Context: an optimization exercise on an open-source flow, tuned for small area. The choices shown serve that exercise and are no tape-out recipe. Where RTL was checked, it was by simulation tests only, not by an equivalence proof against the original. Power figures rest on the tool's default switching activity, not on a simulated workload.

Setup of zinc:
==> module baud_decode, before the edit <==
module baud_decode(baud_control, tx_count, rx_count, rx_half, tx_btu, rx_btu);
    input    [3:0]  baud_control;
    input   [18:0]  tx_count, rx_count;
    input           rx_half;           
    output          tx_btu, rx_btu;
    reg             tx_end;
    wire    [18:0]  c = tx_count;
    always @(*)
        case (baud_control)
            4'd0    : tx_end = ~c[18] & c[17] & c[16] & c[15] & c[14] & ~c[13] & ~c[12] & c[11] & ~c[10] & c[9] & c[8] & ~c[6] & c[3] & c[2] & c[1] & c[0];  
            4'd1    : tx_end = c[18] & ~c[17] & ~c[15] & c[14] & c[13] & ~c[12] & c[11] & ~c[10] & ~c[9] & ~c[8] & ~c[7] & ~c[6] & c[4] & c[1];  
            4'd2    : tx_end = ~c[18] & c[17] & c[16] & c[15] & ~c[14] & c[13] & c[11] & c[10] & ~c[9] & ~c[8] & ~c[7] & c[5] & c[3];  
            4'd3    : tx_end = c[18] & c[17] & c[16] & c[15] & c[14] & ~c[13] & c[11] & c[10] & ~c[9] & c[8] & c[7] & ~c[4];  
            4'd5    : tx_end = c[18] & ~c[17] & ~c[16] & c[14] & ~c[13] & c[11] & c[9] & c[8] & ~c[5] & c[3];  
            4'd6    : tx_end = c[17] & ~c[13] & c[11] & ~c[9] & ~c[8] & ~c[6] & ~c[5] & c[1];  
            4'd7    : tx_end = ~c[15] & ~c[13] & ~c[12] & c[8] & ~c[7] & c[6] & c[5] & ~c[1];  
            4'd8    : tx_end = ~c[14] & c[10] & c[9] & ~c[8] & c[7] & c[6];  
            4'd9    : tx_end = c[17] & ~c[14] & ~c[13] & c[1];  
            4'd10   : tx_end = c[9] & ~c[1] & ~c[0];  
            4'd11   : tx_end = c[15] & ~c[1] & ~c[0];  
            default : tx_end = ~c[18] & c[16] & c[15] & ~c[14] & ~c[13] & ~c[12] & c[11] & ~c[9] & ~c[8] & c[6] & ~c[5];  
        endcase
    assign tx_btu = tx_end;
    wire    [18:0]  rx_c = {rx_count[18:1], rx_count[0] | rx_half};
    function automatic covers(input [18:0] c, input [3:0] code);
        case (code)
            4'd0:    covers = &(c | ~19'd333_333);
            4'd1:    covers = &(c | ~19'd83_333);
            4'd2:    covers = &(c | ~19'd41_667);
            4'd3:    covers = &(c | ~19'd20_833);
            4'd5:    covers = &(c | ~19'd5_208);
            4'd6:    covers = &(c | ~19'd2_604);
            4'd7:    covers = &(c | ~19'd1_736);
            4'd8:    covers = &(c | ~19'd868);
            4'd9:    covers = &(c | ~19'd434);
            4'd10:   covers = &(c | ~19'd217);
            4'd11:   covers = &(c | ~19'd109);
            default: covers = &(c | ~19'd10_417);
        endcase
    endfunction
    assign rx_btu = covers(rx_c, baud_control);
endmodule
==> module transmit_engine, before the edit <==
module transmit_engine(clk, rst, write, out_port, eight, pen, ohel,
                       btu, count, TxRdy, Tx, rise);
    input           clk, rst;
    input           write, eight, pen, ohel;
    input           btu;
    output [18:0]   count;
    input   [7:0]   out_port;
    output          TxRdy, Tx, rise;
    reg             TxRdy, doit;
    reg    [18:0]   count;
    reg     [3:0]   bit_count;
    reg             write_reg;
    reg    [10:0]   shift_reg;
    wire            done = (bit_count == 4'd11);
    assign          rise = done & ~TxRdy;
    assign          Tx   = shift_reg[0];
    always @(posedge clk, posedge rst)
        if (rst) begin
            TxRdy <= 1'b1;
            doit  <= 1'b0;
        end else begin
            if (done)       TxRdy <= 1'b1;
            else if (write) TxRdy <= 1'b0;
            if (write)      doit  <= 1'b1;
            else if (done)  doit  <= 1'b0;
        end
    always @(posedge clk) begin
        count     <= (doit & ~btu) ? {~count[17:0], count[18] ^ count[17]} : 19'd0;
        bit_count <= doit ? bit_count + {3'b0, btu} : 4'd0;
        write_reg <= write;
    end
    wire            par = ^out_port[6:0] ^ (eight & out_port[7]) ^ ohel;
    wire            b9  = eight ? out_port[7] : (pen ? par : 1'b1);
    wire            b10 = (eight & pen) ? par : 1'b1;
    always @(posedge clk)
        if (rst)
            shift_reg[0] <= 1'b1;
        else if (write_reg)
            shift_reg[0] <= 1'b1;
        else if (btu)
            shift_reg[0] <= shift_reg[1];
    always @(posedge clk)
        if (write_reg)
            shift_reg[1] <= 1'b0;
        else if (btu)
            shift_reg[1] <= shift_reg[2];
    always @(posedge clk)
        if (write)
            shift_reg[10:2] <= {b10, b9, out_port[6:0]};
        else if (btu & ~write_reg)
            shift_reg[10:2] <= {1'b1, shift_reg[10:3]};
endmodule
clock: 10.0 ns
lec_check: 0
cap_margin: 20
core_margin: 2
core_utilization: 70
place_density: 0.75
slew_margin: 20
standard.sh (not shown) runs the stock make flow with config.mk's settings and CLKGATE_MAP_FILE= SYNTH_SCRIPT=/design/flow/synth_recipe.tcl, a recipe that flattens the netlist after the stock synthesis.
==> flow/flow/run.sh <==
#!/bin/bash
# The standard layout (standard.sh), with three changes:
#  - synthesis maps the logic with an area-oriented ABC script (flow/area.abc);
#    everything else in synthesis is ORFS's and the standard flow's own script;
#  - the port buffers are the smallest buffer cell;
#  - the clock tree is built without dummy loads.
set -euo pipefail
here=$(pwd)
export AREA_SYNTH_DIR=$here
sed 's#^source $::env(SCRIPTS_DIR)/synth_preamble.tcl$#source $::env(SCRIPTS_DIR)/synth_preamble.tcl\nlset abc_args 1 '"$here"'/flow/area.abc#' \
  "$FLOW_HOME/scripts/synth.tcl" > my_synth.tcl
grep -q "flow/area.abc" my_synth.tcl
bash standard.sh "SYNTH_SCRIPT=$here/flow/area_synth.tcl" \
  "BUFFER_PORTS_ARGS=-buffer_cell sky130_fd_sc_hd__buf_1" \
  "CTS_ARGS=-sink_clustering_enable -repair_clock_nets -dont_use_dummy_load" \
  finish > standard_flow.log 2>&1
==> flow/flow/area.abc <==
&get -n
&st
&dc2
&dch -f
&nf -p -a -R 1000
&st
&dc2
&dch -f
&nf -p -a -R 1000
&st
&dc2
&dch -f
&nf -p -a -R 1000
&st
&dc2
&dch -f
&nf -p -a -R 1000
&st
&dc2
&dch -f
&nf -p -a -R 1000
&put
==> flow/flow/area_synth.tcl <==
# synth_recipe.tcl's synthesis (ORFS synth.tcl, without the fsm and share
# passes, flattened, function nets renamed), with ABC mapping for area:
# my_synth.tcl is ORFS's synth.tcl with the ABC script set to area.abc.
proc synth {args} { yosys synth -nofsm -noshare {*}$args }
source $::env(AREA_SYNTH_DIR)/my_synth.tcl
# left out here: clear keep_hierarchy, flatten, clean up, hide names made inside functions, write 1_2_yosys.v
Edits applied to the flow inputs when going from zinc to yarrow:
==> flow/design.v, changed modules only <==
module baud_decode(baud_control, tx_count, rx_count, rx_half, tx_btu, rx_btu);
    input    [3:0]  baud_control;
    input   [18:0]  tx_count, rx_count;
    input           rx_half;           
    output          tx_btu, rx_btu;
    reg             tx_end;
    wire    [18:0]  c = tx_count;
    always @(*)
        case (baud_control)
            4'd0    : tx_end = c[18] & c[17] & ~c[16] & ~c[15] & ~c[14] & c[13] & ~c[12] & c[11] & c[10] & ~c[8] & ~c[7] & c[6] & ~c[5] & ~c[4] & c[3] & ~c[1] & ~c[0];  
            4'd1    : tx_end = c[18] & ~c[16] & ~c[15] & c[14] & ~c[13] & c[12] & c[11] & ~c[9] & ~c[8] & ~c[6] & ~c[5] & c[4] & ~c[1] & ~c[0];  
            4'd2    : tx_end = c[17] & ~c[16] & ~c[15] & c[14] & c[13] & c[12] & c[11] & ~c[10] & c[9] & ~c[8] & ~c[7] & ~c[5] & ~c[3];  
            4'd3    : tx_end = ~c[14] & c[13] & c[12] & ~c[10] & c[9] & c[8] & ~c[7] & c[5] & c[4] & ~c[3] & ~c[2] & ~c[1];  
            4'd5    : tx_end = c[18] & c[17] & c[15] & ~c[14] & c[13] & ~c[12] & c[11] & ~c[9] & ~c[8] & c[5];  
            4'd6    : tx_end = c[18] & ~c[17] & ~c[15] & c[14] & c[13] & c[12] & c[9] & ~c[8] & ~c[7];  
            4'd7    : tx_end = ~c[11] & c[8] & c[6] & ~c[5] & c[4] & c[1] & ~c[0];  
            4'd8    : tx_end = c[17] & c[16] & ~c[15] & c[14] & ~c[11] & ~c[6];  
            4'd9    : tx_end = ~c[13] & c[4] & ~c[3] & c[1] & ~c[0];  
            4'd10   : tx_end = ~c[16] & c[14] & ~c[10];  
            4'd11   : tx_end = ~c[18] & c[17] & ~c[14];  
            default : tx_end = ~c[17] & c[16] & ~c[15] & c[14] & ~c[12] & c[11] & ~c[9] & ~c[8] & c[7] & ~c[6] & ~c[2];  
        endcase
    assign tx_btu = tx_end;
    wire    [18:0]  rx_c = {rx_count[18:1], rx_count[0] | rx_half};
    function automatic covers(input [18:0] c, input [3:0] code);
        case (code)
            4'd0:    covers = &(c | ~19'd333_333);
            4'd1:    covers = &(c | ~19'd83_333);
            4'd2:    covers = &(c | ~19'd41_667);
            4'd3:    covers = &(c | ~19'd20_833);
            4'd5:    covers = &(c | ~19'd5_208);
            4'd6:    covers = &(c | ~19'd2_604);
            4'd7:    covers = &(c | ~19'd1_736);
            4'd8:    covers = &(c | ~19'd868);
            4'd9:    covers = &(c | ~19'd434);
            4'd10:   covers = &(c | ~19'd217);
            4'd11:   covers = &(c | ~19'd109);
            default: covers = &(c | ~19'd10_417);
        endcase
    endfunction
    assign rx_btu = covers(rx_c, baud_control);
endmodule
module transmit_engine(clk, rst, write, out_port, eight, pen, ohel,
                       btu, count, TxRdy, Tx, rise);
    input           clk, rst;
    input           write, eight, pen, ohel;
    input           btu;
    output [18:0]   count;
    input   [7:0]   out_port;
    output          TxRdy, Tx, rise;
    reg             TxRdy, doit;
    reg    [18:0]   count;
    reg     [3:0]   bit_count;
    reg             write_reg;
    reg    [10:0]   shift_reg;
    wire            done = (bit_count == 4'd11);
    assign          rise = done & ~TxRdy;
    assign          Tx   = shift_reg[0];
    always @(posedge clk, posedge rst)
        if (rst) begin
            TxRdy <= 1'b1;
            doit  <= 1'b0;
        end else begin
            if (done)       TxRdy <= 1'b1;
            else if (write) TxRdy <= 1'b0;
            if (write)      doit  <= 1'b1;
            else if (done)  doit  <= 1'b0;
        end
    always @(posedge clk) begin
        count     <= (doit & ~btu) ? {count[17:0], ~(count[18] ^ count[17])} : 19'd0;
        bit_count <= doit ? bit_count + {3'b0, btu} : 4'd0;
        write_reg <= write;
    end
    wire            par = ^out_port[6:0] ^ (eight & out_port[7]) ^ ohel;
    wire            b9  = eight ? out_port[7] : (pen ? par : 1'b1);
    wire            b10 = (eight & pen) ? par : 1'b1;
    always @(posedge clk)
        if (rst)
            shift_reg[0] <= 1'b1;
        else if (write_reg)
            shift_reg[0] <= 1'b1;
        else if (btu)
            shift_reg[0] <= shift_reg[1];
    always @(posedge clk)
        if (write_reg)
            shift_reg[1] <= 1'b0;
        else if (btu)
            shift_reg[1] <= shift_reg[2];
    always @(posedge clk)
        if (write)
            shift_reg[10:2] <= {b10, b9, out_port[6:0]};
        else if (btu & ~write_reg)
            shift_reg[10:2] <= {1'b1, shift_reg[10:3]};
endmodule
==> run summary <==
Lower fraction of the yosys area taken by sequential cells goes to yarrow over zinc.
met1 global-route usage in yarrow is 3.7 points higher than in zinc
| power in combinational cells | yarrow vs zinc | 53% lower |
zinc -> yarrow: number of gates resized after CTS delta 0, exact match
Peak per-stage delay on the critical path: yarrow < zinc
yarrow reports a higher routed wire length than zinc does.
Diff zinc -> yarrow | via count of the first global-routing pass | up by a few percent
Delta(clock period minus final worst setup slack, yarrow - zinc) < 0
NOTE: worst setup timing slack at the placement stage in yarrow exceeds that of zinc
yarrow vs. zinc: area added between synthesis and finish went up by 0.36 points.
The switching component of the power in zinc is 1.4 times that in yarrow.
Between yarrow and zinc, the compound-gate portion of the synthesized area is lower for zinc.
Looking at detailed router's first-iteration violation count across yarrow and zinc, the one that comes out lower is zinc.
Compared to zinc, yarrow has total of fill cells in the finished design 15 lower.
The RTL of yarrow was laid out without a check of its function.

[static timing again, ports no longer ideal]
In the flow no input, the clock included, has a driving cell. The finished layouts below were timed again as built, in two steps.
Step 1 sets driving cells, clkbuf_16 on the clock port and buf_2 on the other inputs (assumed; they add their load-dependent delay and slew).
Step 2 also shifts input and output timing later by t, the mid clock arrival at the registers, as if the neighbouring blocks saw the same clock.
a / b / c = ideal ports / drivers / drivers and shift; a / b = the first two.
| run | shift t [ns] | slack for setup (ns) | worst hold slack (ns) | pins driven straight from the clock port |
|---|---|---|---|---|
| zinc | 0.371 | 5.169 / 5.145 / 5.145 | 0.413 / 0.413 / 0.413 | 1 |
| yarrow | 0.377 | 5.208 / 5.184 / 5.184 | 0.428 / 0.428 / 0.428 | 1 |
After both steps setup and hold are still met in every run listed.
